This is an optimization exercise on Yosys and OpenROAD, whose aim is small area, a short achievable clock period and few clock cycles, not a production implementation. The RTL was checked by simulation tests, not by an equivalence proof against the original design. The clock port is modelled as an ideal driver, which makes a skipped or thinned clock tree look cheaper than it is; a real chip needs a root buffer or a tree. Power figures rest on the tool's default switching activity, not on a simulated workload.

job 3261:
## linear_layer_with_mem
module linear_layer_with_mem #(
    parameter DATA_WIDTH    = 8,
    parameter W_WIDTH       = 8,
    parameter ACC_WIDTH     = 32,
    parameter ADDR_WIDTH    = 8,
    parameter DATABUS_WIDTH = 32,
    parameter N = 8,
    parameter M = 8
)(
    input  wire clk,
    input  wire rst,
    input  wire start,
    input  wire [ADDR_WIDTH-1:0] activ_base,
    input  wire [ADDR_WIDTH-1:0] weight_base,
    input  wire [ADDR_WIDTH-1:0] bias_base,
    input  wire [ADDR_WIDTH-1:0] output_base,
    output reg mem_w,
    output reg mem_sel,
    output reg done,
    output reg out_valid,
    output wire [ADDR_WIDTH-1:0]    address_bus,
    input  wire [DATABUS_WIDTH-1:0] data_bus_in,
    output wire [DATABUS_WIDTH-1:0] data_bus_out,
    input  wire                     ready
);
Size in the first run: ~150 flip-flops, ~110 I/O pins, about 7200 um2 of cells after synthesis.
==> flow/config.mk <==
export PLATFORM = sky130hd
export DESIGN_NAME = linear_layer_with_mem
export DESIGN_NICKNAME = linear_layer_with_mem
export VERILOG_FILES = /design/flow/design.v
export SDC_FILE = /design/flow/constraint.sdc
export NUM_CORES = 8
export LEC_CHECK = 0
export ABC_AREA = 1
export CAP_MARGIN = 20
export CORE_MARGIN = 2
export CORE_UTILIZATION = 65
export SLEW_MARGIN = 20
==> flow/constraint.sdc <==
create_clock -name core_clock -period 11.0 [get_ports {clk}]
set_input_delay 2.2000 -clock core_clock [delete_from_list [all_inputs] [get_ports {clk}]]
set_output_delay 2.2000 -clock core_clock [all_outputs]
set_load 0.01 [all_outputs]
standard.sh (not shown) runs the stock make flow with config.mk's settings and CLKGATE_MAP_FILE= SYNTH_SCRIPT=/design/flow/synth_recipe.tcl, a recipe that flattens the netlist after the stock synthesis.
==> flow/flow/run.sh <==
#!/bin/bash
# Own layout flow: the standard ORFS flow (standard.sh; the synthesis is
# the standard one, run first on its own), with
#  - the make settings listed in flow/knobs.txt (one per line, @WORK@ stands
#    for the work folder): small port buffers and timing repair aimed past the
#    clock period;
#  - the clock tree built by flow/mycts.tcl instead of TritonCTS: the clock
#    port drives a few clkbuf_16 cells, each driving the flip-flops of one
#    region, all with the same number of buffers on the clock path. Only that
#    call in a copy of ORFS's cts.tcl is changed.
# Each tool's full output goes to its ORFS log under orfs/logs/; make's own
# output goes to flow_make_*.log in the work folder.
set -euo pipefail
args=()
while IFS= read -r line; do
  [[ -z "$line" || "$line" == \#* ]] && continue
  args+=("${line//@WORK@/$PWD}")
done < flow/knobs.txt
bash standard.sh "${args[@]}" synth > flow_make_synth.log 2>&1
rm -rf myscripts
cp -r "$FLOW_HOME/scripts" myscripts
python3 - <<'PY'
p = 'myscripts/cts.tcl'
s = open(p).read()
old = 'log_cmd clock_tree_synthesis {*}$cts_args'
assert s.count(old) == 1
s = s.replace(old, 'source $::env(MYCTS_TCL)\nmy_cts_auto')
open(p, 'w').write(s)
PY
bash standard.sh "${args[@]}" "SCRIPTS_DIR=$PWD/myscripts" "MYCTS_TCL=$PWD/flow/mycts.tcl" finish > flow_make_finish.log 2>&1
# every port keeps its own buffer
FINAL_ODB=orfs/results/$FLOW_PLATFORM/linear_layer_with_mem/base/6_final.odb openroad -no_init -exit flow/check_ports.tcl > flow_check_ports.log 2>&1
==> flow/flow/check_ports.tcl <==
# Fail unless every signal port but the clock connects to exactly one cell,
# a buffer (as the standard flow leaves them).
read_db $::env(FINAL_ODB)
set block [ord::get_db_block]
set bad {}
foreach bt [$block getBTerms] {
  set net [$bt getNet]
  if {[$net getSigType] eq "POWER" || [$net getSigType] eq "GROUND"} { continue }
  if {[$bt getName] eq "clk"} { continue }
  set its [$net getITerms]
  set ok [expr {[llength $its] == 1}]
  foreach it $its {
    if {![string match "*buf*" [[[$it getInst] getMaster] getName]]} { set ok 0 }
  }
  if {!$ok} { lappend bad [$bt getName] }
}
if {[llength $bad] > 0} {
  puts "check_ports: ports without their own buffer: $bad"
  exit 1
}
puts "check_ports: every port has its own buffer"
==> flow/flow/knobs.txt <==
BUFFER_PORTS_ARGS=-buffer_cell sky130_fd_sc_hd__buf_1
SETUP_SLACK_MARGIN=7.9
SKIP_BUFFER_REMOVAL=1
MYCTS_NR=4
MYCTS_NL=8
MYCTS_ROOT=sky130_fd_sc_hd__buf_8
MYCTS_LEAF=sky130_fd_sc_hd__clkbuf_16
Other scripts of this flow, unchanged in this note and not shown: flow/flow/mycts.tcl
In summary, job 3261 completed successfully, with a layout that passed the timing, design-rule and antenna checks.
Testbench counts of job 3261, summed over its fixed seeds: cycles 84,288.
For job 749, these inputs were changed with respect to job 3261:
- ABC_AREA no longer set, was 1
diff --git a/flow/flow/run.sh b/flow/flow/run.sh
--- a/flow/flow/run.sh
+++ b/flow/flow/run.sh
@@ -31,2 +30,0 @@
-# every port keeps its own buffer
-FINAL_ODB=orfs/results/$FLOW_PLATFORM/linear_layer_with_mem/base/6_final.odb openroad -no_init -exit flow/check_ports.tcl > flow_check_ports.log 2>&1
==> flow/flow/knobs.txt <==
BUFFER_PORTS_ARGS=-inputs -buffer_cell sky130_fd_sc_hd__buf_1
SETUP_SLACK_MARGIN=7.9
MYCTS_NR=4
MYCTS_NL=8
MYCTS_ROOT=sky130_fd_sc_hd__buf_8
MYCTS_LEAF=sky130_fd_sc_hd__clkbuf_16
PRE_GLOBAL_PLACE_TCL=@WORK@/flow/pre_gpl.tcl
==> flow/flow/pre_gpl.tcl (new file) <==
buffer_ports -outputs -buffer_cell sky130_fd_sc_hd__buf_2
removed: flow/flow/check_ports.tcl
Findings:
When job 749 is set beside job 3261, its depth of the worst register-to-register path turns out to be 6 smaller.
Job 749 vs. job 3261: routed length on met2 went down by about 7%.
Total power grows by more than 100% when moving from job 3261 to job 749.
Diff job 749..job 3261 | global-route met3 utilization | negligible
Worst hold path depth came out exactly the same in job 749 and job 3261.
Time the worst path needs with I/O delays and setup delta for job 749 relative to job 3261: 0.062 ns lower
Note that the cell count recorded for job 3261 amounts to 1.2 times the value seen in job 749.
In job 749, first-iteration detailed-routing DRC count is lower than in job 3261.
Relative to job 3261, number of multi-input combinational cells in the layout has decreased by 10% in job 749.
Changes in job 7507 relative to job 749:
- CORE_UTILIZATION: 65 -> 75
- ABC_AREA: unset -> 1
==> comparison <==
Job 7507 reached the final stage; the timing, design-rule and antenna checks on its layout passed. Synthesized net count is lower on job 749. Summary of job 7507 over job 749: detailed route wirelength on metal2 now larger, post-synthesis cell type count dropped 20%, count of placed standard cells in the final layout, fillers left out now larger. Part of the power in combinational logic (lower): job 7507. [compare] base=job 749 new=job 7507: clock transition at the register clock pins on the worst setup and hold paths after CTS ~0 delta; worst hold slack comparable; sequential fraction of the synthesis area went up; maximum frequency climbed 3.2 MHz.
Modified inputs, job 4325 compared to job 7507
- changing CORE_UTILIZATION from 75 to 65
diff --git a/flow/flow/run.sh b/flow/flow/run.sh
--- a/flow/flow/run.sh
+++ b/flow/flow/run.sh
@@ -30,0 +31,2 @@
+# every port keeps its own buffer
+FINAL_ODB=orfs/results/$FLOW_PLATFORM/linear_layer_with_mem/base/6_final.odb openroad -no_init -exit flow/check_ports.tcl > flow_check_ports.log 2>&1
==> flow/flow/check_ports.tcl (new file) <==
# Fail unless every signal port but the clock connects to exactly one cell,
# a buffer (as the standard flow leaves them).
read_db $::env(FINAL_ODB)
set block [ord::get_db_block]
set bad {}
foreach bt [$block getBTerms] {
  set net [$bt getNet]
  if {[$net getSigType] eq "POWER" || [$net getSigType] eq "GROUND"} { continue }
  if {[$bt getName] eq "clk"} { continue }
  set its [$net getITerms]
  set ok [expr {[llength $its] == 1}]
  foreach it $its {
    if {![string match "*buf*" [[[$it getInst] getMaster] getName]]} { set ok 0 }
  }
  if {!$ok} { lappend bad [$bt getName] }
}
if {[llength $bad] > 0} {
  puts "check_ports: ports without their own buffer: $bad"
  exit 1
}
puts "check_ports: every port has its own buffer"
==> flow/flow/knobs.txt <==
BUFFER_PORTS_ARGS=-buffer_cell sky130_fd_sc_hd__buf_1
SETUP_SLACK_MARGIN=7.9
SKIP_BUFFER_REMOVAL=1
MYCTS_NR=4
MYCTS_NL=8
MYCTS_ROOT=sky130_fd_sc_hd__buf_8
MYCTS_LEAF=sky130_fd_sc_hd__clkbuf_16
POST_GLOBAL_PLACE_TCL=@WORK@/flow/post_gpl.tcl
OUTBUF_CELL=sky130_fd_sc_hd__buf_4
==> flow/flow/post_gpl.tcl (new file) <==
# Resize the output ports' buffers (inserted by buffer_ports) to OUTBUF_CELL.
set block [ord::get_db_block]
set n 0
foreach bt [$block getBTerms] {
  if {[$bt getIoType] ne "OUTPUT"} { continue }
  foreach it [[$bt getNet] getITerms] {
    set inst [$it getInst]
    if {[string match "*buf*" [[$inst getMaster] getName]]} {
      replace_cell [get_cells [$inst getName]] $::env(OUTBUF_CELL)
      incr n
    }
  }
}
puts "post_gpl: $n output buffers are now $::env(OUTBUF_CELL)"
removed: flow/flow/pre_gpl.tcl
[summary]
Summary of job 4325 over job 7507: detailed placement HPWL moved up; placement-stage cell area moved up; overall power of the completed layout +2.3%; global-route wire length before repair shows a reduction of 3.9%. Comparing filler cell count in the final layout for job 4325 and job 7507, the bigger number came from job 4325. Leakage component of the power, job 4325 vs job 7507: up by a few percent. Between job 4325 and job 7507, the count of cell instances traversed by the critical path is higher for job 4325. As far as total number of multi-input combinational cells is concerned, job 4325 and job 7507 perform about the same. Job 4325 ends up with a wire length that is 1000 um lower than in job 7507. Job 4325 against job 7507: setup slack decreased by 0.10 ns relative to the old numbers, sequential power fell by about 2%.
No run of this note takes its clock network from TritonCTS; it comes from the design's own scripts or RTL.

-- re-timing with driven ports --
The results above use ideal ports. As a check the final layouts listed here were re-extracted and re-timed, cells and wires unchanged.
Step 1 (the two cells are an assumption about what drives the block):
set clk [get_ports {clk}]
set_driving_cell -lib_cell sky130_fd_sc_hd__clkbuf_16 $clk
set_driving_cell -lib_cell sky130_fd_sc_hd__buf_2 [delete_from_list [all_inputs] $clk]
Step 2 adds t to the input delays and takes it off the output delays; t is the mean of the earliest and latest rising clock arrival at the registers after step 1. Input paths then give back, and output paths get back, about the clock's delay inside the block.
a / b / c = ideal ports / drivers / drivers and shift; a / b = the first two.
run | t, ns | slack for setup (ns) | hold slack, ns | latest minus earliest clock arrival (ns) | pins driven straight from the clock port
job 3261 | 0.343 | 7.948 / 7.856 / 7.900 | 0.399 / 0.399 / 0.399 | 0.019 / 0.019 | 4
job 749 | 0.326 | 8.010 / 7.935 / 7.885 | 0.395 / 0.395 / 0.395 | 0.021 / 0.021 | 4
job 7507 | 0.338 | 8.039 / 7.951 / 7.829 | 0.396 / 0.396 / 0.396 | 0.013 / 0.013 | 4
job 4325 | 0.342 | 7.938 / 7.851 / 7.853 | 0.400 / 0.400 / 0.400 | 0.017 / 0.017 | 4
After both steps every run listed still meets setup and hold. The setup slack of job 7507, which loses most, moves by -0.088 ns with the drivers and by -0.210 ns with both steps.
